This design comes from an exercise in tuning for small area, a short achievable clock period and few clock cycles per item on the open sky130 flow, not from production work.
RTL that was checked went through simulation tests only; none was proved equivalent to the original.
The RTL of run 1 was laid out without a check of its function.
No activity file was given, so power comes from the tool's default toggle rates.

==> config.mk <==
export PLATFORM = sky130hd
export DESIGN_NAME = axilxbar
export DESIGN_NICKNAME = axilxbar
export VERILOG_FILES = /design/flow/design.v
export SDC_FILE = /design/flow/constraint.sdc
export NUM_CORES = 4
export LEC_CHECK = 0
export CAP_MARGIN = 20
export CORE_AREA = 4 4 356 356
export DIE_AREA = 0 0 360 360
export PLACE_DENSITY = 0.6
export SETUP_SLACK_MARGIN = 1.0
export SLEW_MARGIN = 20
==> constraint.sdc <==
create_clock -name core_clock -period 5.5 [get_ports {S_AXI_ACLK}]
set_input_delay 1.1000 -clock core_clock [delete_from_list [all_inputs] [get_ports {S_AXI_ACLK}]]
set_output_delay 1.1000 -clock core_clock [all_outputs]
set_load 0.01 [all_outputs]
==> design.v <==
`resetall
`timescale 1ns / 1ps
`default_nettype none
module skidbuffer #(
		parameter	[0:0]	OPT_LOWPOWER = 0,
		parameter	[0:0]	OPT_OUTREG = 1,
		parameter	[0:0]	OPT_PASSTHROUGH = 0,
		parameter		DW = 8,
		parameter	[0:0]	OPT_INITIAL = 1'b1
	) (
		input	wire			i_clk, i_reset,
		input	wire			i_valid,
		output	wire			o_ready,
		input	wire	[DW-1:0]	i_data,
		output	wire			o_valid,
		input	wire			i_ready,
		output	reg	[DW-1:0]	o_data
	);
	wire	[DW-1:0]	w_data;
	generate if (OPT_PASSTHROUGH)
	begin : PASSTHROUGH
		assign	{ o_valid, o_ready } = { i_valid, i_ready };
		always @(*)
		if (!i_valid && OPT_LOWPOWER)
			o_data = 0;
		else
			o_data = i_data;
		assign	w_data = 0;
		/*verilator lint_off UNUSED*/
		wire	unused_passthrough;
		assign	unused_passthrough = &{ 1'b0, i_clk, i_reset };
		/*verilator lint_on UNUSED*/
	end else begin : LOGIC
		reg			r_valid;
		reg	[DW-1:0]	r_data;
		always @(posedge i_clk)
		if (i_reset)
			r_valid <= 0;
		else if ((i_valid && o_ready) && (o_valid && !i_ready))
			r_valid <= 1;
		else if (i_ready)
			r_valid <= 0;
		always @(posedge i_clk)
		if (OPT_LOWPOWER && i_reset)
			r_data <= 0;
		else if (OPT_LOWPOWER && (!o_valid || i_ready))
			r_data <= 0;
		else if ((!OPT_LOWPOWER || !OPT_OUTREG || i_valid) && o_ready)
			r_data <= i_data;
		assign	w_data = r_data;
		assign o_ready = !r_valid;
		if (!OPT_OUTREG)
		begin : NET_OUTPUT
			assign	o_valid = !i_reset && (i_valid || r_valid);
			always @(*)
			if (r_valid)
				o_data = r_data;
			else if (!OPT_LOWPOWER || i_valid)
				o_data = i_data;
			else
				o_data = 0;
		end else begin : REG_OUTPUT
			reg	ro_valid;
			always @(posedge i_clk)
			if (i_reset)
				ro_valid <= 0;
			else if (!o_valid || i_ready)
				ro_valid <= (i_valid || r_valid);
			assign	o_valid = ro_valid;
			always @(posedge i_clk)
			if (OPT_LOWPOWER && i_reset)
				o_data <= 0;
			else if (!o_valid || i_ready)
			begin
				if (r_valid)
					o_data <= r_data;
				else if (!OPT_LOWPOWER || i_valid)
					o_data <= i_data;
				else
					o_data <= 0;
			end
		end
	end endgenerate
	/*verilator lint_off UNUSED*/
	wire	unused;
	assign	unused = &{ 1'b0, w_data };
	/*verilator lint_on UNUSED*/
endmodule
`resetall
`timescale 1ns / 1ps
`default_nettype	none
module	addrdecode #(
		parameter	NS=8,
		parameter	AW = 32, DW=32+32/8+1+1,
		parameter	[NS*AW-1:0]	SLAVE_ADDR = {
				{ 3'b111,  {(AW-3){1'b0}} },
				{ 3'b110,  {(AW-3){1'b0}} },
				{ 3'b101,  {(AW-3){1'b0}} },
				{ 3'b100,  {(AW-3){1'b0}} },
				{ 3'b011,  {(AW-3){1'b0}} },
				{ 3'b010,  {(AW-3){1'b0}} },
				{ 4'b0010, {(AW-4){1'b0}} },
				{ 4'b0000, {(AW-4){1'b0}} }},
		parameter	[NS*AW-1:0]	SLAVE_MASK = (NS <= 1) ? 0
			: { {(NS-2){ 3'b111, {(AW-3){1'b0}} }},
				{(2){ 4'b1111, {(AW-4){1'b0}} }} },
		parameter	[NS-1:0]	ACCESS_ALLOWED = -1,
		parameter [0:0]	OPT_REGISTERED = 0,
		parameter [0:0]	OPT_LOWPOWER = 0
	) (
		input	wire			i_clk, i_reset,
		input	wire			i_valid,
		output	reg			o_stall,
		input	wire	[AW-1:0]	i_addr,
		input	wire	[DW-1:0]	i_data,
		output	reg			o_valid,
		input	wire			i_stall,
		output	reg	[NS:0]		o_decode,
		output	reg	[AW-1:0]	o_addr,
		output	reg	[DW-1:0]	o_data
	);
	localparam [0:0] OPT_NONESEL = (!ACCESS_ALLOWED[0])
					|| (SLAVE_MASK[AW-1:0] != 0);
	wire	[NS:0]		request;
	reg	[NS-1:0]	prerequest;
	integer			iM;
	always @(*)
	for(iM=0; iM<NS; iM=iM+1)
		prerequest[iM] = (((i_addr ^ SLAVE_ADDR[iM*AW +: AW])
				&SLAVE_MASK[iM*AW +: AW])==0)
			&&(ACCESS_ALLOWED[iM]);
	generate if (OPT_NONESEL)
	begin : NO_DEFAULT_REQUEST
		reg	[NS-1:0]	r_request;
		always @(*)
		begin
			for(iM=0; iM<NS; iM=iM+1)
				r_request[iM] = i_valid && prerequest[iM];
			if (!OPT_NONESEL && (NS > 1 && |prerequest[NS-1:1]))
				r_request[0] = 1'b0;
		end
		assign	request[NS-1:0] = r_request;
	end else if (NS == 1)
	begin : SINGLE_SLAVE
		assign request[0] = i_valid;
	end else begin : GENERAL_CASE
		reg	[NS-1:0]	r_request;
		always @(*)
		begin
			for(iM=0; iM<NS; iM=iM+1)
				r_request[iM] = i_valid && prerequest[iM];
			if (!OPT_NONESEL && (NS > 1 && |prerequest[NS-1:1]))
				r_request[0] = 1'b0;
		end
		assign	request[NS-1:0] = r_request;
	end endgenerate
	generate if (OPT_NONESEL)
	begin : GENERATE_NONSEL_SLAVE
		reg	r_request_NS, r_none_sel;
		always @(*)
		begin
			r_none_sel = i_valid && (prerequest == 0);
			r_request_NS = r_none_sel;
		end
		assign request[NS] = r_request_NS;
	end else begin : NO_NONESEL_SLAVE
		assign request[NS] = 1'b0;
	end endgenerate
	generate if (OPT_REGISTERED)
	begin : GEN_REG_OUTPUTS
		always @(posedge i_clk)
		if (i_reset)
			o_valid <= 0;
		else if (!o_stall)
			o_valid <= i_valid;
		always @(posedge i_clk)
		if (i_reset && OPT_LOWPOWER)
		begin
			o_addr   <= 0;
			o_data   <= 0;
		end else if ((!o_valid || !i_stall)
				 && (i_valid || !OPT_LOWPOWER))
		begin
			o_addr   <= i_addr;
			o_data   <= i_data;
		end else if (OPT_LOWPOWER && !i_stall)
		begin
			o_addr   <= 0;
			o_data   <= 0;
		end
		always @(posedge i_clk)
		if (i_reset)
			o_decode <= 0;
		else if ((!o_valid || !i_stall)
				 && (i_valid || !OPT_LOWPOWER))
			o_decode <= request;
		else if (OPT_LOWPOWER && !i_stall)
			o_decode <= 0;
		always @(*)
			o_stall = (o_valid && i_stall);
	end else begin : GEN_COMBINATORIAL_OUTPUTS
		always @(*)
		begin
			o_valid = i_valid;
			o_stall = i_stall;
			o_addr  = i_addr;
			o_data  = i_data;
			o_decode = request;
		end
		/*verilator lint_off UNUSED*/
		wire	unused;
		assign	unused = &{ 1'b0,
				i_clk,
				i_reset };
		/*verilator lint_on UNUSED*/
	end endgenerate
endmodule
`default_nettype wire
`default_nettype none
module	axilxbar #(
		parameter integer C_AXI_DATA_WIDTH = 32,
		parameter integer C_AXI_ADDR_WIDTH = 32,
		parameter	NM = 4,
		parameter	NS = 8
	) (
		input	wire	S_AXI_ACLK,
		input	wire	S_AXI_ARESETN,
		input	wire	[NM-1:0]			S_AXI_AWVALID,
		output	wire	[NM-1:0]			S_AXI_AWREADY,
		input	wire	[NM*C_AXI_ADDR_WIDTH-1:0]	S_AXI_AWADDR,
		input	wire	[NM*3-1:0]			S_AXI_AWPROT,
		input	wire	[NM-1:0]			S_AXI_WVALID,
		output	wire	[NM-1:0]			S_AXI_WREADY,
		input	wire	[NM*C_AXI_DATA_WIDTH-1:0]	S_AXI_WDATA,
		input	wire	[NM*C_AXI_DATA_WIDTH/8-1:0]	S_AXI_WSTRB,
		output	wire	[NM-1:0]			S_AXI_BVALID,
		input	wire	[NM-1:0]			S_AXI_BREADY,
		output	wire	[NM*2-1:0]			S_AXI_BRESP,
		input	wire	[NM-1:0]			S_AXI_ARVALID,
		output	wire	[NM-1:0]			S_AXI_ARREADY,
		input	wire	[NM*C_AXI_ADDR_WIDTH-1:0]	S_AXI_ARADDR,
		input	wire	[NM*3-1:0]			S_AXI_ARPROT,
		output	wire	[NM-1:0]			S_AXI_RVALID,
		input	wire	[NM-1:0]			S_AXI_RREADY,
		output	wire	[NM*C_AXI_DATA_WIDTH-1:0]	S_AXI_RDATA,
		output	wire	[NM*2-1:0]			S_AXI_RRESP,
		output	wire	[NS*C_AXI_ADDR_WIDTH-1:0]	M_AXI_AWADDR,
		output	wire	[NS*3-1:0]			M_AXI_AWPROT,
		output	wire	[NS-1:0]			M_AXI_AWVALID,
		input	wire	[NS-1:0]			M_AXI_AWREADY,
		output	wire	[NS*C_AXI_DATA_WIDTH-1:0]	M_AXI_WDATA,
		output	wire	[NS*C_AXI_DATA_WIDTH/8-1:0]	M_AXI_WSTRB,
		output	wire	[NS-1:0]			M_AXI_WVALID,
		input	wire	[NS-1:0]			M_AXI_WREADY,
		input	wire	[NS*2-1:0]			M_AXI_BRESP,
		input	wire	[NS-1:0]			M_AXI_BVALID,
		output	wire	[NS-1:0]			M_AXI_BREADY,
		output	wire	[NS*C_AXI_ADDR_WIDTH-1:0]	M_AXI_ARADDR,
		output	wire	[NS*3-1:0]			M_AXI_ARPROT,
		output	wire	[NS-1:0]			M_AXI_ARVALID,
		input	wire	[NS-1:0]			M_AXI_ARREADY,
		input	wire	[NS*C_AXI_DATA_WIDTH-1:0]	M_AXI_RDATA,
		input	wire	[NS*2-1:0]			M_AXI_RRESP,
		input	wire	[NS-1:0]			M_AXI_RVALID,
		output	wire	[NS-1:0]			M_AXI_RREADY
	);
	localparam	AW = C_AXI_ADDR_WIDTH;
	localparam	DW = C_AXI_DATA_WIDTH;
	localparam	SW = DW/8;
	localparam	NT = NS+1;	 
	localparam	ERR = NS;
	integer	m, s, j;
	function [NT-1:0] decode;
		input	[3:0]	a;
		integer	k;
		begin
			decode[0] = (a == 4'b0000);
			decode[1] = (a == 4'b0001);
			for(k=2; k<NS; k=k+1)
				decode[k] = (a[3:1] == k);
			decode[ERR] = (a[3:1] == 3'b001);
		end
	endfunction
	function beats;
		input	[1:0]	p;
		input	integer	jj, mm;
		integer	q;
		reg	[3:0]	tbl;
		begin
			for(q=0; q<4; q=q+1)
				tbl[q] = (((jj-q)&3) < ((mm-q)&3));
			beats = tbl[p];
		end
	endfunction
	reg	[NM-1:0]	wmv0, wmv1, wmd0, wmd1;
	reg	[3:0]		wmt0	[0:NM-1];
	reg	[3:0]		wmt1	[0:NM-1];
	reg	[NM-1:0]	wmlead;			 
	reg	[NS-1:0]	wsv0, wsv1, wsd0, wsd1;
	reg	[1:0]		wsm0	[0:NS-1];
	reg	[1:0]		wsm1	[0:NS-1];
	reg	[NS-1:0]	wslead;
	reg	[NS-1:0]	awlock;			 
	reg	[1:0]		awptr	[0:NS-1];	 
	reg	[NT-1:0]	awdec	[0:NM-1];
	reg	[NT-1:0]	awelig	[0:NM-1];
	reg	[NT-1:0]	awcand	[0:NM-1];
	reg	[NT-1:0]	awgrant	[0:NM-1];
	reg	[NT-1:0]	wsel	[0:NM-1];
	reg	[NT-1:0]	bsel	[0:NM-1];
	reg	[NM-1:0]	awready, wready, awhs, whs, bvalid, bhs;
	reg	[NM-1:0]	wmneed, wmnew;
	reg	[NS-1:0]	mawvalid, mawhs, mwvalid, mwhs, mbready, mbhs;
	reg	[NS-1:0]	wsneed;
	reg	[1:0]		bresp	[0:NM-1];
	reg	[3:0]		wtgt	[0:NM-1];	 
	reg	[1:0]		wmst	[0:NS-1];	 
	reg	[NS-1:0]	wsnew;
	reg	[3:0]		newt	[0:NM-1];
	reg	[1:0]		newm	[0:NS-1];
	always @(*)
	begin
		for(m=0; m<NM; m=m+1)
		begin
			wmneed[m] = (wmv0[m] && !wmd0[m]) || (wmv1[m] && !wmd1[m]);
			wtgt[m] = (!wmd0[m]) ? wmt0[m] : wmt1[m];
		end
		for(s=0; s<NS; s=s+1)
		begin
			wsneed[s] = (wsv0[s] && !wsd0[s]) || (wsv1[s] && !wsd1[s]);
			wmst[s] = (!wsd0[s]) ? wsm0[s] : wsm1[s];
		end
		for(m=0; m<NM; m=m+1)
		begin
			for(s=0; s<NS; s=s+1)
				awelig[m][s] = !wmv1[m] && !wsv1[s]
					&& (!awlock[s] || awptr[s] == m);
			awelig[m][ERR] = !wmv1[m];
		end
		for(m=0; m<NM; m=m+1)
		begin
			awdec[m]  = decode(S_AXI_AWADDR[m*AW+AW-4 +: 4]);
			awcand[m] = awdec[m] & awelig[m] & {(NT){S_AXI_AWVALID[m]}};
		end
		for(m=0; m<NM; m=m+1)
		begin
			for(s=0; s<NS; s=s+1)
			begin
				awgrant[m][s] = awcand[m][s];
				for(j=0; j<NM; j=j+1)
				if (j != m && awcand[j][s] && beats(awptr[s], j, m))
					awgrant[m][s] = 1'b0;
			end
			awgrant[m][ERR] = awcand[m][ERR];
		end
		for(s=0; s<NS; s=s+1)
		begin
			mawvalid[s] = 1'b0;
			for(m=0; m<NM; m=m+1)
				mawvalid[s] = mawvalid[s] || awgrant[m][s];
			mawhs[s] = mawvalid[s] && M_AXI_AWREADY[s];
		end
		for(m=0; m<NM; m=m+1)
		begin
			awready[m] = awgrant[m][ERR]
				|| |(awgrant[m][NS-1:0] & M_AXI_AWREADY);
			awhs[m] = awready[m];
			wsel[m] = 0;
			if (wmneed[m])
			begin
				if (wtgt[m] == ERR)
					wsel[m][ERR] = 1'b1;
				for(s=0; s<NS; s=s+1)
				if (wtgt[m] == s && wsneed[s] && wmst[s] == m)
					wsel[m][s] = 1'b1;
			end else if (!wmlead[m])
			begin
				wsel[m][ERR] = awgrant[m][ERR];
				for(s=0; s<NS; s=s+1)
					wsel[m][s] = awgrant[m][s] && !wsneed[s]
							&& !wslead[s];
			end
			wready[m] = wsel[m][ERR]
				|| |(wsel[m][NS-1:0] & M_AXI_WREADY);
			whs[m] = wready[m] && S_AXI_WVALID[m];
			wmnew[m] = whs[m] && !wmneed[m];
			bsel[m] = 0;
			if (wmv0[m])
			begin
				if (wmt0[m] == ERR)
					bsel[m][ERR] = wmd0[m];
				for(s=0; s<NS; s=s+1)
				if (wmt0[m] == s && wsv0[s] && wsm0[s] == m)
					bsel[m][s] = 1'b1;
			end
			bvalid[m] = bsel[m][ERR]
				|| |(bsel[m][NS-1:0] & M_AXI_BVALID);
			bhs[m] = bvalid[m] && S_AXI_BREADY[m];
			bresp[m] = bsel[m][ERR] ? 2'b11 : 2'b00;
			for(s=0; s<NS; s=s+1)
				bresp[m] = bresp[m]
					| (M_AXI_BRESP[s*2 +: 2] & {(2){bsel[m][s]}});
			newt[m] = 0;
			for(s=0; s<NT; s=s+1)
			if (awgrant[m][s])
				newt[m] = newt[m] | s;
		end
		for(s=0; s<NS; s=s+1)
		begin
			mwvalid[s] = 1'b0;
			mbready[s] = 1'b0;
			wsnew[s] = 1'b0;
			newm[s] = 0;
			for(m=0; m<NM; m=m+1)
			begin
				mwvalid[s] = mwvalid[s]
					|| (wsel[m][s] && S_AXI_WVALID[m]);
				mbready[s] = mbready[s]
					|| (bsel[m][s] && S_AXI_BREADY[m]);
				if (awgrant[m][s])
					newm[s] = newm[s] | m;
			end
			mwhs[s] = mwvalid[s] && M_AXI_WREADY[s];
			mbhs[s] = mbready[s] && M_AXI_BVALID[s];
			wsnew[s] = mwhs[s] && !wsneed[s];
		end
	end
	reg	v0, v1, d0, d1;
	always @(posedge S_AXI_ACLK)
	begin
		for(m=0; m<NM; m=m+1)
		begin
			v0 = wmv0[m]; v1 = wmv1[m]; d0 = wmd0[m]; d1 = wmd1[m];
			if (bhs[m])
			begin
				v0 = v1; d0 = d1; v1 = 1'b0;
				wmt0[m] <= wmt1[m];
			end
			if (whs[m] && !wmnew[m])
			begin
				if (!d0) d0 = 1'b1; else d1 = 1'b1;
			end
			if (awhs[m])
			begin
				if (!v0)
				begin
					v0 = 1'b1; d0 = wmnew[m] || wmlead[m];
					wmt0[m] <= newt[m];
				end else begin
					v1 = 1'b1; d1 = wmnew[m] || wmlead[m];
					wmt1[m] <= newt[m];
				end
			end
			if (!S_AXI_ARESETN)
			begin
				v0 = 1'b0; v1 = 1'b0; wmlead[m] <= 1'b0;
			end else if (wmnew[m] && !awhs[m])
				wmlead[m] <= 1'b1;
			else if (awhs[m])
				wmlead[m] <= 1'b0;
			wmv0[m] <= v0; wmv1[m] <= v1; wmd0[m] <= d0; wmd1[m] <= d1;
		end
		for(s=0; s<NS; s=s+1)
		begin
			v0 = wsv0[s]; v1 = wsv1[s]; d0 = wsd0[s]; d1 = wsd1[s];
			if (mbhs[s])
			begin
				v0 = v1; d0 = d1; v1 = 1'b0;
				wsm0[s] <= wsm1[s];
			end
			if (mwhs[s] && !wsnew[s])
			begin
				if (!d0) d0 = 1'b1; else d1 = 1'b1;
			end
			if (mawhs[s])
			begin
				if (!v0)
				begin
					v0 = 1'b1; d0 = wsnew[s] || wslead[s];
					wsm0[s] <= newm[s];
				end else begin
					v1 = 1'b1; d1 = wsnew[s] || wslead[s];
					wsm1[s] <= newm[s];
				end
			end
			if (!S_AXI_ARESETN)
			begin
				v0 = 1'b0; v1 = 1'b0; wslead[s] <= 1'b0;
				awlock[s] <= 1'b0; awptr[s] <= 0;
			end else begin
				if (wsnew[s] && !mawhs[s])
					wslead[s] <= 1'b1;
				else if (mawhs[s])
					wslead[s] <= 1'b0;
				awlock[s] <= mawvalid[s] && !M_AXI_AWREADY[s];
				if (mawvalid[s])
					awptr[s] <= M_AXI_AWREADY[s] ? newm[s]+1 : newm[s];
			end
			wsv0[s] <= v0; wsv1[s] <= v1; wsd0[s] <= d0; wsd1[s] <= d1;
		end
	end
	reg	[NM-1:0]	rmv0, rmv1;
	reg	[3:0]		rmt0	[0:NM-1];
	reg	[3:0]		rmt1	[0:NM-1];
	reg	[NS-1:0]	rsv0, rsv1;
	reg	[1:0]		rsm0	[0:NS-1];
	reg	[1:0]		rsm1	[0:NS-1];
	reg	[NS-1:0]	arlock;
	reg	[1:0]		arptr	[0:NS-1];
	reg	[NT-1:0]	ardec	[0:NM-1];
	reg	[NT-1:0]	arelig	[0:NM-1];
	reg	[NT-1:0]	arcand	[0:NM-1];
	reg	[NT-1:0]	argrant	[0:NM-1];
	reg	[NT-1:0]	rsel	[0:NM-1];
	reg	[NM-1:0]	arready, arhs, rvalid, rhs;
	reg	[NS-1:0]	marvalid, marhs, mrready, mrhs;
	reg	[1:0]		rresp	[0:NM-1];
	reg	[DW-1:0]	rdata	[0:NM-1];
	reg	[3:0]		rnewt	[0:NM-1];
	reg	[1:0]		rnewm	[0:NS-1];
	always @(*)
	begin
		for(m=0; m<NM; m=m+1)
		begin
			for(s=0; s<NS; s=s+1)
				arelig[m][s] = !rmv1[m] && !rsv1[s]
					&& (!arlock[s] || arptr[s] == m);
			arelig[m][ERR] = !rmv1[m];
		end
		for(m=0; m<NM; m=m+1)
		begin
			ardec[m]  = decode(S_AXI_ARADDR[m*AW+AW-4 +: 4]);
			arcand[m] = ardec[m] & arelig[m] & {(NT){S_AXI_ARVALID[m]}};
		end
		for(m=0; m<NM; m=m+1)
		begin
			for(s=0; s<NS; s=s+1)
			begin
				argrant[m][s] = arcand[m][s];
				for(j=0; j<NM; j=j+1)
				if (j != m && arcand[j][s] && beats(arptr[s], j, m))
					argrant[m][s] = 1'b0;
			end
			argrant[m][ERR] = arcand[m][ERR];
		end
		for(s=0; s<NS; s=s+1)
		begin
			marvalid[s] = 1'b0;
			rnewm[s] = 0;
			for(m=0; m<NM; m=m+1)
			begin
				marvalid[s] = marvalid[s] || argrant[m][s];
				if (argrant[m][s])
					rnewm[s] = rnewm[s] | m;
			end
			marhs[s] = marvalid[s] && M_AXI_ARREADY[s];
		end
		for(m=0; m<NM; m=m+1)
		begin
			arready[m] = argrant[m][ERR]
				|| |(argrant[m][NS-1:0] & M_AXI_ARREADY);
			arhs[m] = arready[m];
			rnewt[m] = 0;
			for(s=0; s<NT; s=s+1)
			if (argrant[m][s])
				rnewt[m] = rnewt[m] | s;
			rsel[m] = 0;
			if (rmv0[m])
			begin
				if (rmt0[m] == ERR)
					rsel[m][ERR] = 1'b1;
				for(s=0; s<NS; s=s+1)
				if (rmt0[m] == s && rsv0[s] && rsm0[s] == m)
					rsel[m][s] = 1'b1;
			end
			rvalid[m] = rsel[m][ERR]
				|| |(rsel[m][NS-1:0] & M_AXI_RVALID);
			rhs[m] = rvalid[m] && S_AXI_RREADY[m];
			rresp[m] = rsel[m][ERR] ? 2'b11 : 2'b00;
			rdata[m] = 0;
			for(s=0; s<NS; s=s+1)
			begin
				rresp[m] = rresp[m]
					| (M_AXI_RRESP[s*2 +: 2] & {(2){rsel[m][s]}});
				rdata[m] = rdata[m]
					| (M_AXI_RDATA[s*DW +: DW] & {(DW){rsel[m][s]}});
			end
		end
		for(s=0; s<NS; s=s+1)
		begin
			mrready[s] = 1'b0;
			for(m=0; m<NM; m=m+1)
				mrready[s] = mrready[s]
					|| (rsel[m][s] && S_AXI_RREADY[m]);
			mrhs[s] = mrready[s] && M_AXI_RVALID[s];
		end
	end
	reg	u0, u1;
	always @(posedge S_AXI_ACLK)
	begin
		for(m=0; m<NM; m=m+1)
		begin
			u0 = rmv0[m]; u1 = rmv1[m];
			if (rhs[m])
			begin
				u0 = u1; u1 = 1'b0;
				rmt0[m] <= rmt1[m];
			end
			if (arhs[m])
			begin
				if (!u0)
				begin
					u0 = 1'b1;
					rmt0[m] <= rnewt[m];
				end else begin
					u1 = 1'b1;
					rmt1[m] <= rnewt[m];
				end
			end
			if (!S_AXI_ARESETN)
			begin
				u0 = 1'b0; u1 = 1'b0;
			end
			rmv0[m] <= u0; rmv1[m] <= u1;
		end
		for(s=0; s<NS; s=s+1)
		begin
			u0 = rsv0[s]; u1 = rsv1[s];
			if (mrhs[s])
			begin
				u0 = u1; u1 = 1'b0;
				rsm0[s] <= rsm1[s];
			end
			if (marhs[s])
			begin
				if (!u0)
				begin
					u0 = 1'b1;
					rsm0[s] <= rnewm[s];
				end else begin
					u1 = 1'b1;
					rsm1[s] <= rnewm[s];
				end
			end
			if (!S_AXI_ARESETN)
			begin
				u0 = 1'b0; u1 = 1'b0;
				arlock[s] <= 1'b0; arptr[s] <= 0;
			end else begin
				arlock[s] <= marvalid[s] && !M_AXI_ARREADY[s];
				if (marvalid[s])
					arptr[s] <= M_AXI_ARREADY[s] ? rnewm[s]+1 : rnewm[s];
			end
			rsv0[s] <= u0; rsv1[s] <= u1;
		end
	end
	reg	[AW-1:0]	awaddr	[0:NS-1];
	reg	[2:0]		awprot	[0:NS-1];
	reg	[DW-1:0]	wdata	[0:NS-1];
	reg	[SW-1:0]	wstrb	[0:NS-1];
	reg	[AW-1:0]	araddr	[0:NS-1];
	reg	[2:0]		arprot	[0:NS-1];
	always @(*)
	for(s=0; s<NS; s=s+1)
	begin
		awaddr[s] = 0; awprot[s] = 0;
		wdata[s]  = 0; wstrb[s]  = 0;
		araddr[s] = 0; arprot[s] = 0;
		for(m=0; m<NM; m=m+1)
		begin
			if (awgrant[m][s])
			begin
				awaddr[s] = awaddr[s] | S_AXI_AWADDR[m*AW +: AW];
				awprot[s] = awprot[s] | S_AXI_AWPROT[m*3 +: 3];
			end
			if (wsel[m][s])
			begin
				wdata[s] = wdata[s] | S_AXI_WDATA[m*DW +: DW];
				wstrb[s] = wstrb[s] | S_AXI_WSTRB[m*SW +: SW];
			end
			if (argrant[m][s])
			begin
				araddr[s] = araddr[s] | S_AXI_ARADDR[m*AW +: AW];
				arprot[s] = arprot[s] | S_AXI_ARPROT[m*3 +: 3];
			end
		end
		if (s < 2)
		begin
			awaddr[s][AW-1:AW-4] = s;
			araddr[s][AW-1:AW-4] = s;
		end else begin
			awaddr[s][AW-1:AW-3] = s;
			araddr[s][AW-1:AW-3] = s;
		end
	end
	genvar	gs, gm;
	generate for(gs=0; gs<NS; gs=gs+1)
	begin : SLAVE_PORTS
		assign	M_AXI_AWVALID[gs]           = mawvalid[gs];
		assign	M_AXI_AWADDR[gs*AW +: AW]   = awaddr[gs];
		assign	M_AXI_AWPROT[gs*3 +: 3]     = awprot[gs];
		assign	M_AXI_WVALID[gs]            = mwvalid[gs];
		assign	M_AXI_WDATA[gs*DW +: DW]    = wdata[gs];
		assign	M_AXI_WSTRB[gs*SW +: SW]    = wstrb[gs];
		assign	M_AXI_BREADY[gs]            = mbready[gs];
		assign	M_AXI_ARVALID[gs]           = marvalid[gs];
		assign	M_AXI_ARADDR[gs*AW +: AW]   = araddr[gs];
		assign	M_AXI_ARPROT[gs*3 +: 3]     = arprot[gs];
		assign	M_AXI_RREADY[gs]            = mrready[gs];
	end endgenerate
	generate for(gm=0; gm<NM; gm=gm+1)
	begin : MASTER_PORTS
		assign	S_AXI_AWREADY[gm]           = awready[gm];
		assign	S_AXI_WREADY[gm]            = wready[gm];
		assign	S_AXI_BVALID[gm]            = bvalid[gm];
		assign	S_AXI_BRESP[gm*2 +: 2]      = bresp[gm];
		assign	S_AXI_ARREADY[gm]           = arready[gm];
		assign	S_AXI_RVALID[gm]            = rvalid[gm];
		assign	S_AXI_RDATA[gm*DW +: DW]    = rdata[gm];
		assign	S_AXI_RRESP[gm*2 +: 2]      = rresp[gm];
	end endgenerate
endmodule
==> flow/run.sh <==
#!/bin/bash
# Standard ORFS layout with three changes:
#  - plain buf_1 buffers on the ports (the flow still buffers every port),
#  - pins at one-track spacing, so that the die can be small,
#  - the combinational logic of the standard synthesis re-mapped with ABC's
#    default (area-leaning) script; registers are left untouched.
# Each tool's output goes to a log file of its own in this folder.
set -euo pipefail
ARGS=('BUFFER_PORTS_ARGS=-buffer_cell sky130_fd_sc_hd__buf_1'
      'PLACE_PINS_ARGS=-min_distance 1 -min_distance_in_tracks')
bash standard.sh "${ARGS[@]}" synth > make_synth.log 2>&1
R=orfs/results/${FLOW_PLATFORM}/axilxbar/base
cp $R/1_2_yosys.v standard_1_2_yosys.v
REMAP_LIB=$FLOW_HOME/platforms/sky130hd/lib/sky130_fd_sc_hd__tt_025C_1v80.lib \
REMAP_DONT_USE=flow/dont_use.txt REMAP_IN=standard_1_2_yosys.v \
REMAP_TOP=$FLOW_TOP REMAP_OUT=remapped.v REMAP_STAT=remap_stat.txt \
  yosys -c flow/remap.tcl > yosys_remap.log 2>&1
cp remapped.v $R/1_2_yosys.v
bash standard.sh "${ARGS[@]}" finish > make_finish.log 2>&1
==> flow/dont_use.txt <==
DONT_USE_CELLS:
sky130_fd_sc_hd__probe_p_8
sky130_fd_sc_hd__probec_p_8
sky130_fd_sc_hd__lpflow_bleeder_1
sky130_fd_sc_hd__lpflow_clkbufkapwr_1
sky130_fd_sc_hd__lpflow_clkbufkapwr_16
sky130_fd_sc_hd__lpflow_clkbufkapwr_2
sky130_fd_sc_hd__lpflow_clkbufkapwr_4
sky130_fd_sc_hd__lpflow_clkbufkapwr_8
sky130_fd_sc_hd__lpflow_clkinvkapwr_1
sky130_fd_sc_hd__lpflow_clkinvkapwr_16
sky130_fd_sc_hd__lpflow_clkinvkapwr_2
sky130_fd_sc_hd__lpflow_clkinvkapwr_4
sky130_fd_sc_hd__lpflow_clkinvkapwr_8
sky130_fd_sc_hd__lpflow_decapkapwr_12
sky130_fd_sc_hd__lpflow_decapkapwr_3
sky130_fd_sc_hd__lpflow_decapkapwr_4
sky130_fd_sc_hd__lpflow_decapkapwr_6
sky130_fd_sc_hd__lpflow_decapkapwr_8
sky130_fd_sc_hd__lpflow_inputiso0n_1
sky130_fd_sc_hd__lpflow_inputiso0p_1
sky130_fd_sc_hd__lpflow_inputiso1n_1
sky130_fd_sc_hd__lpflow_inputiso1p_1
sky130_fd_sc_hd__lpflow_inputisolatch_1
sky130_fd_sc_hd__lpflow_isobufsrc_1
sky130_fd_sc_hd__lpflow_isobufsrc_16
sky130_fd_sc_hd__lpflow_isobufsrc_2
sky130_fd_sc_hd__lpflow_isobufsrc_4
sky130_fd_sc_hd__lpflow_isobufsrc_8
sky130_fd_sc_hd__lpflow_isobufsrckapwr_16
sky130_fd_sc_hd__lpflow_lsbuf_lh_hl_isowell_tap_1
sky130_fd_sc_hd__lpflow_lsbuf_lh_hl_isowell_tap_2
sky130_fd_sc_hd__lpflow_lsbuf_lh_hl_isowell_tap_4
sky130_fd_sc_hd__lpflow_lsbuf_lh_isowell_4
sky130_fd_sc_hd__lpflow_lsbuf_lh_isowell_tap_1
sky130_fd_sc_hd__lpflow_lsbuf_lh_isowell_tap_2
sky130_fd_sc_hd__lpflow_lsbuf_lh_isowell_tap_4
==> flow/remap.tcl <==
# Yosys script: re-map the combinational logic of the standard synthesis
# netlist with ABC's default script.  Every flip-flop and tie cell instance
# is kept as it is (same name, same cell), so the registers still pair with
# the standard synthesis.
yosys -import
set lib $::env(REMAP_LIB)
set dont_use {}
set f [open $::env(REMAP_DONT_USE)]
foreach c [split [read $f] "\n"] {
  if {$c ne ""} { lappend dont_use -dont_use $c }
}
close $f
read_liberty -ignore_miss_func $lib
read_verilog $::env(REMAP_IN)
hierarchy -top $::env(REMAP_TOP)
setattr -mod -set keep_hierarchy 1 sky130_fd_sc_hd__*df* sky130_fd_sc_hd__conb_1
flatten
opt_clean
abc -liberty $lib {*}$dont_use
splitnets
opt_clean -purge
hilomap -singleton -hicell sky130_fd_sc_hd__conb_1 HI -locell sky130_fd_sc_hd__conb_1 LO
insbuf -buf sky130_fd_sc_hd__buf_4 A X
delete sky130_fd_sc_hd__*
tee -o $::env(REMAP_STAT) stat -liberty $lib
write_verilog -noattr -noexpr -nohex -nodec $::env(REMAP_OUT)
==> standard.sh <==
#!/bin/bash
# synth_recipe.tcl (not shown) runs the flow's synth.tcl, then flattens the netlist and writes it again
# the make line also repeats each setting of config.mk as NAME=value (left out here)
make -C /OpenROAD-flow-scripts/flow DESIGN_CONFIG=/design/flow/config.mk WORK_HOME=/design/flow/orfs CLKGATE_MAP_FILE= SYNTH_SCRIPT=/design/flow/synth_recipe.tcl "${@:-finish}"
==> PnR_summary.wiki, run 1 <==
{| class="wikitable"
! Metric !! Value
|-
| Starting Density || a little under a third
|-
| Maximum level of the CTS H-tree || 1
|-
| Synth Warn # || 37
|-
| IO Pins || between 1.5k and 2k
|-
| Cell area after synthesis || 0.0384 sq mm
|-
| Detailed-placement wirelength estimate || 275 mm
|-
| Global-route usage over all layers || around 62%
|-
| Placed instance count || 9119
|-
| Last weighted congestion value of the routability-driven placer || approximately 1.2
|-
| Total CTS buffers || 31
|-
| Clock Tree Buf Depth || 3
|-
| CTS hold repair buffers || 0
|-
| Number of port buffers || 1773
|-
| Placement Rows || ~130
|-
| Pin count of the biggest net entering global routing || 57
|-
| Die W || around 360 um
|-
| Post-synthesis instance total || between 5k and 6k
|-
| Tool Error || [ERROR GRT-0232] Routing congestion too high. Check the congestion heatmap in the GUI.
|-
| Mean cell area of the mapped netlist || a little over 7 sq um
|-
| Die Y || ~360 um
|-
| Total grt overflow || 1
|-
| Run status || stopped before the end
|-
| Buffer type at the clock tree root || sky130_fd_sc_hd__clkbuf_16
|-
| Halt point of the flow || global routing
|}
per-stage QoR:
stage	utilization, %	power [mW]	setup WS [ns]	hold slack, ns	area [sq um]
after floorplan	-	4.75	0.0877	0.451	39500
after detailed placement	41.5	7.32	0.241	0.482	50700
after global placement	41.5	7.30	0.284	0.477	50700
after CTS	48.4	10.4	0.647	0.515	59300
power by group through the flow:
stage / clock network (mW) / registers (mW) / logic (mW)
after CTS: 2.27 / 2.72 / 5.38
after floorplan: 0 / 2.55 / 2.20
after detailed placement: 0 / 2.75 / 4.57
after global placement: 0 / 2.74 / 4.57
layer usage:
layer / overflow / global-route usage, %
met5: 0 / 22.7
met4: 0 / 54.4
met3: 0 / 42.9
met2: 1 / 78.7
met1: 0 / 67.4
how the worst max path moves through the flow:
stage	start	endpoint	slack [ns]	cells past startpoint
CTS	S_AXI_AWADDR[63]	S_AXI_WREADY[0]	0.65	11
detailed placement	S_AXI_AWADDR[93]	S_AXI_WREADY[0]	0.24	10
global placement	S_AXI_AWADDR[93]	M_AXI_WSTRB[15]	0.28	10
floorplan	S_AXI_AWADDR[30]	M_AXI_WDATA[32]	0.09	7
what timing repair did:
| action | in CTS |
|---|---|
| cloned | 82 |
| pin swaps | 365 |
| setup buffers | 226 |
| endpoints found under the setup margin | 819 |
| resized for setup | 1022 |
==> run 2, diff against run 1 <==
--- a/design.v
+++ b/design.v
@@ -281,17 +281,47 @@
 			decode[ERR] = (a[3:1] == 3'b001);
 		end
 	endfunction
-	function beats;
-		input	[1:0]	p;
-		input	integer	jj, mm;
-		integer	q;
-		reg	[3:0]	tbl;
-		begin
-			for(q=0; q<4; q=q+1)
-				tbl[q] = (((jj-q)&3) < ((mm-q)&3));
-			beats = tbl[p];
+	reg	[2:0]		awserved	[0:NM-1];
+	reg	[2:0]		arserved	[0:NM-1];
+	reg	[NM-1:0]	awpri	[0:NM-1];	 
+	reg	[NM-1:0]	arpri	[0:NM-1];
+	reg	[2:0]		nserved;
+	always @(*)
+	for(j=0; j<NM; j=j+1)
+	for(m=0; m<NM; m=m+1)
+	begin
+		awpri[j][m] = (awserved[j] < awserved[m])
+			|| (awserved[j] == awserved[m] && j < m);
+		arpri[j][m] = (arserved[j] < arserved[m])
+			|| (arserved[j] == arserved[m] && j < m);
+	end
+	always @(posedge S_AXI_ACLK)
+	if (!S_AXI_ARESETN)
+	begin
+		for(m=0; m<NM; m=m+1)
+		begin
+			awserved[m] <= 0;
+			arserved[m] <= 0;
 		end
-	endfunction
+	end else begin
+		for(m=0; m<NM; m=m+1)
+		begin
+			nserved = awserved[m];
+			if (awhs[m] && nserved != 7)
+				nserved = nserved + 1;
+			if (awserved[0] != 0 && awserved[1] != 0
+				&& awserved[2] != 0 && awserved[3] != 0)
+				nserved = nserved - 1;
+			awserved[m] <= nserved;
+			nserved = arserved[m];
+			if (arhs[m] && nserved != 7)
+				nserved = nserved + 1;
+			if (arserved[0] != 0 && arserved[1] != 0
+				&& arserved[2] != 0 && arserved[3] != 0)
+				nserved = nserved - 1;
+			arserved[m] <= nserved;
+		end
+	end
 	reg	[NM-1:0]	wmv0, wmv1, wmd0, wmd1;
 	reg	[3:0]		wmt0	[0:NM-1];
 	reg	[3:0]		wmt1	[0:NM-1];
@@ -348,7 +378,7 @@
 			begin
 				awgrant[m][s] = awcand[m][s];
 				for(j=0; j<NM; j=j+1)
-				if (j != m && awcand[j][s] && beats(awptr[s], j, m))
+				if (j != m && awcand[j][s] && awpri[j][m])
 					awgrant[m][s] = 1'b0;
 			end
 			awgrant[m][ERR] = awcand[m][ERR];
@@ -494,7 +524,7 @@
 					wslead[s] <= 1'b0;
 				awlock[s] <= mawvalid[s] && !M_AXI_AWREADY[s];
 				if (mawvalid[s])
-					awptr[s] <= M_AXI_AWREADY[s] ? newm[s]+1 : newm[s];
+					awptr[s] <= newm[s];
 			end
 			wsv0[s] <= v0; wsv1[s] <= v1; wsd0[s] <= d0; wsd1[s] <= d1;
 		end
@@ -538,7 +568,7 @@
 			begin
 				argrant[m][s] = arcand[m][s];
 				for(j=0; j<NM; j=j+1)
-				if (j != m && arcand[j][s] && beats(arptr[s], j, m))
+				if (j != m && arcand[j][s] && arpri[j][m])
 					argrant[m][s] = 1'b0;
 			end
 			argrant[m][ERR] = arcand[m][ERR];
@@ -649,7 +679,7 @@
 			end else begin
 				arlock[s] <= marvalid[s] && !M_AXI_ARREADY[s];
 				if (marvalid[s])
-					arptr[s] <= M_AXI_ARREADY[s] ? rnewm[s]+1 : rnewm[s];
+					arptr[s] <= rnewm[s];
 			end
 			rsv0[s] <= u0; rsv1[s] <= u1;
 		end
--- a/flow/run.sh
+++ b/flow/run.sh
@@ -1,13 +1,15 @@
 #!/bin/bash
-# Standard ORFS layout with three changes:
+# Standard ORFS layout with these changes:
 #  - plain buf_1 buffers on the ports (the flow still buffers every port),
-#  - pins at one-track spacing, so that the die can be small,
+#  - pins at one-track spacing, so that the die can be small, with the clock
+#    pin placed first and kept clear of its neighbours,
 #  - the combinational logic of the standard synthesis re-mapped with ABC's
 #    default (area-leaning) script; registers are left untouched.
 # Each tool's output goes to a log file of its own in this folder.
 set -euo pipefail
 ARGS=('BUFFER_PORTS_ARGS=-buffer_cell sky130_fd_sc_hd__buf_1'
-      'PLACE_PINS_ARGS=-min_distance 1 -min_distance_in_tracks')
+      'PLACE_PINS_ARGS=-min_distance 1 -min_distance_in_tracks -exclude bottom:176-184'
+      "PRE_IO_PLACEMENT_TCL=$PWD/flow/pre_io.tcl")
 bash standard.sh "${ARGS[@]}" synth > make_synth.log 2>&1
 R=orfs/results/${FLOW_PLATFORM}/axilxbar/base
 cp $R/1_2_yosys.v standard_1_2_yosys.v
==> flow/pre_io.tcl (new file) <==
# Place the clock pin first, mid-way along the bottom edge; place_pins then
# keeps the other pins out of a short stretch around it (PLACE_PINS_ARGS).
place_pin -pin_name S_AXI_ACLK -layer met2 -location {180.09 0.242} -force_to_die_boundary
--- a/config.mk
+++ b/config.mk
@@ -9,5 +9,5 @@
 export CORE_AREA = 4 4 356 356
 export DIE_AREA = 0 0 360 360
 export PLACE_DENSITY = 0.6
-export SETUP_SLACK_MARGIN = 1.0
+export SETUP_SLACK_MARGIN = 0.3
 export SLEW_MARGIN = 20
==> run 2 against run 1 <==
Against the previous run: the flow again stops in global routing; synthesized area grew 1.1%; synthesized cell count is 0.28% higher.
==> PnR_summary.wiki, run 2 <==
{| class="wikitable"
! Metric !! Value
|-
| Maximum level of the CTS H-tree || 2 (+1)
|-
| Clock Tree Buf Depth || 3 (unchanged)
|-
| Die W || 360 um (unchanged)
|-
| Tool Error || [ERROR GRT-0116] Global routing finished with congestion. Check the congestion regions in the DRC Viewer.
|-
| Last weighted congestion value of the routability-driven placer || 1.18 (-3.1%)
|-
| Wire length of the first global-routing pass || between 500 and 600 mm
|-
| Global-route usage over all layers || between 50% and 60%
|-
| Buffer type at the clock tree root || sky130_fd_sc_hd__clkbuf_16
|-
| Total CTS buffers || 34 (+9.7%)
|-
| Synth Warn # || 41 (+11%)
|-
| Halt point of the flow || global routing
|-
| Vias in the first global route || 67.2k
|-
| Placement Rows || 128 (unchanged)
|-
| Die Y || 360 um (unchanged)
|-
| Instance area after placement || 0.0510 sq mm (+0.47%)
|-
| Detailed-placement wirelength estimate || 238 mm (-13%)
|-
| Run status || stopped before the end
|-
| IO Pins || 1825 (-0.055%)
|-
| Number of port buffers || 1773 (unchanged)
|-
| Total grt overflow || 72
|-
| Post-synthesis instance total || 5465 (+0.28%)
|-
| Cell area after synthesis || 0.0388 sq mm (+1.1%)
|-
| Mean cell area of the mapped netlist || 7.10 sq um (+0.81%)
|-
| Starting Density || 31.7% (+0.34 points)
|-
| Pin count of the biggest net entering global routing || 49
|}
-- run 2: what timing repair did --
action / in CTS
setup buffers: 0
setup endpoints to repair: 17
gates resized for setup: 7
hold buffers: 0
pin swaps: 0
-- run 2: routing by layer --
| metal | GRT overflow | track usage [%] |
|---|---|---|
| met4 | 32 | 35.3 |
| met3 | 2 | 34.5 |
| met5 | 0 | 8.86 |
| met1 | 1 | 60.3 |
| met2 | 37 | 66.3 |
-- run 2: through the flow --
step	hold WS (ns)	total power, mW	setup slack [ns]	std cells
CTS	0.496	9.58	0.305	9221
detailed placement	0.485	7.29	0.189	9159
global placement	0.474	7.24	0.0746	9156
floorplan	0.458	4.91	-0.675	5515
-- run 2: worst max-delay path by stage --
stage / end / start / depth (start not counted)
floorplan: S_AXI_WREADY[2] / S_AXI_AWADDR[94] / 8
detailed placement: M_AXI_AWVALID[3] / S_AXI_AWADDR[95] / 10
global placement: M_AXI_AWVALID[3] / S_AXI_AWVALID[2] / 10
CTS: M_AXI_WVALID[6] / S_AXI_AWVALID[0] / 10
-- run 2: power by group through the flow --
stage	Clock (mW)	Sequential, mW	Combinational, mW
2_1_floorplan	0	2.72	2.18
4_1_cts	2.31	2.86	4.41
3_3_place_gp	0	2.89	4.35
3_5_place_dp	0	2.91	4.39
Testbench counts of run 2, summed over its fixed seeds: cycles 1,039, items 6,144.
==> run 3, diff against run 2 <==
--- a/design.v
+++ b/design.v
@@ -322,11 +322,13 @@
 			arserved[m] <= nserved;
 		end
 	end
-	reg	[NM-1:0]	wmv0, wmv1, wmd0, wmd1;
+	reg	[NM-1:0]	wmv0, wmv1;
+	reg	[NM-1:0]	wmwn;			 
 	reg	[3:0]		wmt0	[0:NM-1];
 	reg	[3:0]		wmt1	[0:NM-1];
 	reg	[NM-1:0]	wmlead;			 
-	reg	[NS-1:0]	wsv0, wsv1, wsd0, wsd1;
+	reg	[NS-1:0]	wsv0, wsv1;
+	reg	[NS-1:0]	wswn;			 
 	reg	[1:0]		wsm0	[0:NS-1];
 	reg	[1:0]		wsm1	[0:NS-1];
 	reg	[NS-1:0]	wslead;
@@ -344,7 +346,6 @@
 	reg	[NS-1:0]	wsneed;
 	reg	[1:0]		bresp	[0:NM-1];
 	reg	[3:0]		wtgt	[0:NM-1];	 
-	reg	[1:0]		wmst	[0:NS-1];	 
 	reg	[NS-1:0]	wsnew;
 	reg	[3:0]		newt	[0:NM-1];
 	reg	[1:0]		newm	[0:NS-1];
@@ -352,20 +353,17 @@
 	begin
 		for(m=0; m<NM; m=m+1)
 		begin
-			wmneed[m] = (wmv0[m] && !wmd0[m]) || (wmv1[m] && !wmd1[m]);
-			wtgt[m] = (!wmd0[m]) ? wmt0[m] : wmt1[m];
-		end
-		for(s=0; s<NS; s=s+1)
-		begin
-			wsneed[s] = (wsv0[s] && !wsd0[s]) || (wsv1[s] && !wsd1[s]);
-			wmst[s] = (!wsd0[s]) ? wsm0[s] : wsm1[s];
+			wmneed[m] = wmwn[m];
+			wtgt[m] = wmv1[m] ? wmt1[m] : wmt0[m];
 		end
+		wsneed = wswn;
 		for(m=0; m<NM; m=m+1)
 		begin
 			for(s=0; s<NS; s=s+1)
 				awelig[m][s] = !wmv1[m] && !wsv1[s]
+					&& !wmneed[m] && !wsneed[s]
 					&& (!awlock[s] || awptr[s] == m);
-			awelig[m][ERR] = !wmv1[m];
+			awelig[m][ERR] = !wmv1[m] && !wmneed[m];
 		end
 		for(m=0; m<NM; m=m+1)
 		begin
@@ -401,7 +399,7 @@
 				if (wtgt[m] == ERR)
 					wsel[m][ERR] = 1'b1;
 				for(s=0; s<NS; s=s+1)
-				if (wtgt[m] == s && wsneed[s] && wmst[s] == m)
+				if (wtgt[m] == s)
 					wsel[m][s] = 1'b1;
 			end else if (!wmlead[m])
 			begin
@@ -418,7 +416,7 @@
 			if (wmv0[m])
 			begin
 				if (wmt0[m] == ERR)
-					bsel[m][ERR] = wmd0[m];
+					bsel[m][ERR] = !wmneed[m] || wmv1[m];
 				for(s=0; s<NS; s=s+1)
 				if (wmt0[m] == s && wsv0[s] && wsm0[s] == m)
 					bsel[m][s] = 1'b1;
@@ -455,78 +453,86 @@
 			wsnew[s] = mwhs[s] && !wsneed[s];
 		end
 	end
-	reg	v0, v1, d0, d1;
+	reg	v0, v1;
 	always @(posedge S_AXI_ACLK)
 	begin
 		for(m=0; m<NM; m=m+1)
 		begin
-			v0 = wmv0[m]; v1 = wmv1[m]; d0 = wmd0[m]; d1 = wmd1[m];
+			v0 = wmv0[m]; v1 = wmv1[m];
 			if (bhs[m])
 			begin
-				v0 = v1; d0 = d1; v1 = 1'b0;
+				v0 = v1; v1 = 1'b0;
 				wmt0[m] <= wmt1[m];
 			end
-			if (whs[m] && !wmnew[m])
-			begin
-				if (!d0) d0 = 1'b1; else d1 = 1'b1;
-			end
 			if (awhs[m])
 			begin
 				if (!v0)
 				begin
-					v0 = 1'b1; d0 = wmnew[m] || wmlead[m];
+					v0 = 1'b1;
 					wmt0[m] <= newt[m];
 				end else begin
-					v1 = 1'b1; d1 = wmnew[m] || wmlead[m];
+					v1 = 1'b1;
 					wmt1[m] <= newt[m];
 				end
 			end
 			if (!S_AXI_ARESETN)
 			begin
-				v0 = 1'b0; v1 = 1'b0; wmlead[m] <= 1'b0;
-			end else if (wmnew[m] && !awhs[m])
-				wmlead[m] <= 1'b1;
-			else if (awhs[m])
-				wmlead[m] <= 1'b0;
-			wmv0[m] <= v0; wmv1[m] <= v1; wmd0[m] <= d0; wmd1[m] <= d1;
+				v0 = 1'b0; v1 = 1'b0;
+				wmwn[m] <= 1'b0; wmlead[m] <= 1'b0;
+			end else begin
+				if (awhs[m])
+				begin
+					wmwn[m] <= !wmnew[m] && !wmlead[m];
+					wmlead[m] <= 1'b0;
+				end else begin
+					if (whs[m])
+						wmwn[m] <= 1'b0;
+					if (wmnew[m])
+						wmlead[m] <= 1'b1;
+				end
+			end
+			wmv0[m] <= v0; wmv1[m] <= v1;
 		end
 		for(s=0; s<NS; s=s+1)
 		begin
-			v0 = wsv0[s]; v1 = wsv1[s]; d0 = wsd0[s]; d1 = wsd1[s];
+			v0 = wsv0[s]; v1 = wsv1[s];
 			if (mbhs[s])
 			begin
-				v0 = v1; d0 = d1; v1 = 1'b0;
+				v0 = v1; v1 = 1'b0;
 				wsm0[s] <= wsm1[s];
 			end
-			if (mwhs[s] && !wsnew[s])
-			begin
-				if (!d0) d0 = 1'b1; else d1 = 1'b1;
-			end
 			if (mawhs[s])
 			begin
 				if (!v0)
 				begin
-					v0 = 1'b1; d0 = wsnew[s] || wslead[s];
+					v0 = 1'b1;
 					wsm0[s] <= newm[s];
 				end else begin
-					v1 = 1'b1; d1 = wsnew[s] || wslead[s];
+					v1 = 1'b1;
 					wsm1[s] <= newm[s];
 				end
 			end
 			if (!S_AXI_ARESETN)
 			begin
-				v0 = 1'b0; v1 = 1'b0; wslead[s] <= 1'b0;
+				v0 = 1'b0; v1 = 1'b0;
+				wswn[s] <= 1'b0; wslead[s] <= 1'b0;
 				awlock[s] <= 1'b0; awptr[s] <= 0;
 			end else begin
-				if (wsnew[s] && !mawhs[s])
-					wslead[s] <= 1'b1;
-				else if (mawhs[s])
+				if (mawhs[s])
+				begin
+					wswn[s] <= !wsnew[s] && !wslead[s];
 					wslead[s] <= 1'b0;
+				end else begin
+					if (mwhs[s])
+						wswn[s] <= 1'b0;
+					if (wsnew[s])
+						wslead[s] <= 1'b1;
+				end
 				awlock[s] <= mawvalid[s] && !M_AXI_AWREADY[s];
 				if (mawvalid[s])
 					awptr[s] <= newm[s];
 			end
-			wsv0[s] <= v0; wsv1[s] <= v1; wsd0[s] <= d0; wsd1[s] <= d1;
+			wsv0[s] <= v0; wsv1[s] <= v1;
 		end
 	end
 	reg	[NM-1:0]	rmv0, rmv1;
--- a/flow/run.sh
+++ b/flow/run.sh
@@ -8,7 +8,7 @@
 # Each tool's output goes to a log file of its own in this folder.
 set -euo pipefail
 ARGS=('BUFFER_PORTS_ARGS=-buffer_cell sky130_fd_sc_hd__buf_1'
-      'PLACE_PINS_ARGS=-min_distance 1 -min_distance_in_tracks -exclude bottom:176-184'
+      'PLACE_PINS_ARGS=-min_distance 1 -min_distance_in_tracks -exclude bottom:181-189'
       "PRE_IO_PLACEMENT_TCL=$PWD/flow/pre_io.tcl")
 bash standard.sh "${ARGS[@]}" synth > make_synth.log 2>&1
 R=orfs/results/${FLOW_PLATFORM}/axilxbar/base
==> flow/pre_io.tcl (replaced) <==
# Place the clock pin first, mid-way along the bottom edge; place_pins then
# keeps the other pins out of a short stretch around it (PLACE_PINS_ARGS).
place_pin -pin_name S_AXI_ACLK -layer met2 -location {185.15 0.242} -force_to_die_boundary
--- a/config.mk
+++ b/config.mk
@@ -6,8 +6,8 @@
 export NUM_CORES = 4
 export LEC_CHECK = 0
 export CAP_MARGIN = 20
-export CORE_AREA = 4 4 356 356
-export DIE_AREA = 0 0 360 360
+export CORE_AREA = 4 4 366 366
+export DIE_AREA = 0 0 370 370
 export PLACE_DENSITY = 0.6
-export SETUP_SLACK_MARGIN = 0.3
+export SETUP_SLACK_MARGIN = 0.35
 export SLEW_MARGIN = 20
==> run 3 against run 2 <==
Against the previous run: the flow again stops in global routing; synthesized area shrank 2.1%; synthesized cell count barely moved.
==> PnR_summary.wiki, run 3 <==
{| class="wikitable"
! Metric !! Value
|-
| Run status || stopped before the end
|-
| Halt point of the flow || global routing
|-
| Tool Error || [ERROR GRT-0116] Global routing finished with congestion. Check the congestion regions in the DRC Viewer.
|-
| Wire length of the first global-routing pass || slightly below 600 mm
|-
| Number of port buffers || 1773 (unchanged)
|-
| Post-synthesis instance total || 5462 (-0.055%)
|-
| Synth Warn # || 40 (-2.4%)
|-
| Cell area after synthesis || 0.0380 sq mm (-2.1%)
|-
| Detailed-placement wirelength estimate || 309 mm (+30%)
|-
| Die W || 370 um (+2.8%)
|-
| Maximum level of the CTS H-tree || 1 (-1)
|-
| Buffer type at the clock tree root || sky130_fd_sc_hd__clkbuf_16
|-
| Clock Tree Buf Depth || 3 (unchanged)
|-
| Placed instance count || 9337 (+1.9%)
|-
| Die Y || 370 um (+2.8%)
|-
| CTS hold repair buffers || 0 (unchanged)
|-
| Total grt overflow || 7
|-
| IO Pins || 1825 (unchanged)
|-
| Mean cell area of the mapped netlist || 6.95 sq um (-2.1%)
|-
| Placement Rows || 132 (+3.1%)
|-
| Global-route usage over all layers || around three fifths
|-
| Vias in the first global route || 71.0k
|-
| Total CTS buffers || 31 (-8.8%)
|-
| Starting Density || 29.3% (-2.5 points)
|-
| Pin count of the biggest net entering global routing || 60
|-
| Last weighted congestion value of the routability-driven placer || 1.21 (+2.0%)
|}
-- run 3: power groups by stage --
stage	clock network, mW	registers (mW)	logic (mW)
global placement	0	2.74	5.93
CTS	2.16	2.71	6.02
detailed placement	0	2.75	5.93
floorplan	0	2.57	2.66
-- run 3: metrics by stage --
stage          setup TNS (ns)  hold WS [ns]  worst slack, ns  util [%]  area (sq um)
2_1_floorplan           -1.47         0.441           -0.305         -         38900
3_3_place_gp           -0.442         0.465           -0.282      39.8         51700
3_5_place_dp           -0.232         0.470           -0.132      39.8         51700
4_1_cts                     0         0.480            0.302      40.9         53100
-- run 3: worst max path at each step --
stage	endpoint	slack, ns	cells past startpoint
after floorplan	S_AXI_ARREADY[2]	-0.30	7
after CTS	M_AXI_WDATA[73]	0.30	10
after detailed placement	M_AXI_WDATA[73]	-0.13	10
after global placement	M_AXI_WDATA[73]	-0.28	10
-- run 3: what timing repair did --
action,CTS
cloned,1
setup endpoints to repair,339
hold endpoints to repair,0
setup buffers,14
gates resized for setup,39
pin swaps,13
-- run 3: metal layers --
metal	overflow	global-route usage, %
met5	0	7.55
met4	3	52.8
met3	0	37.1
met2	4	78.4
met1	0	63.0
Testbench counts of run 3, summed over its fixed seeds: cycles 1,039, items 6,144.
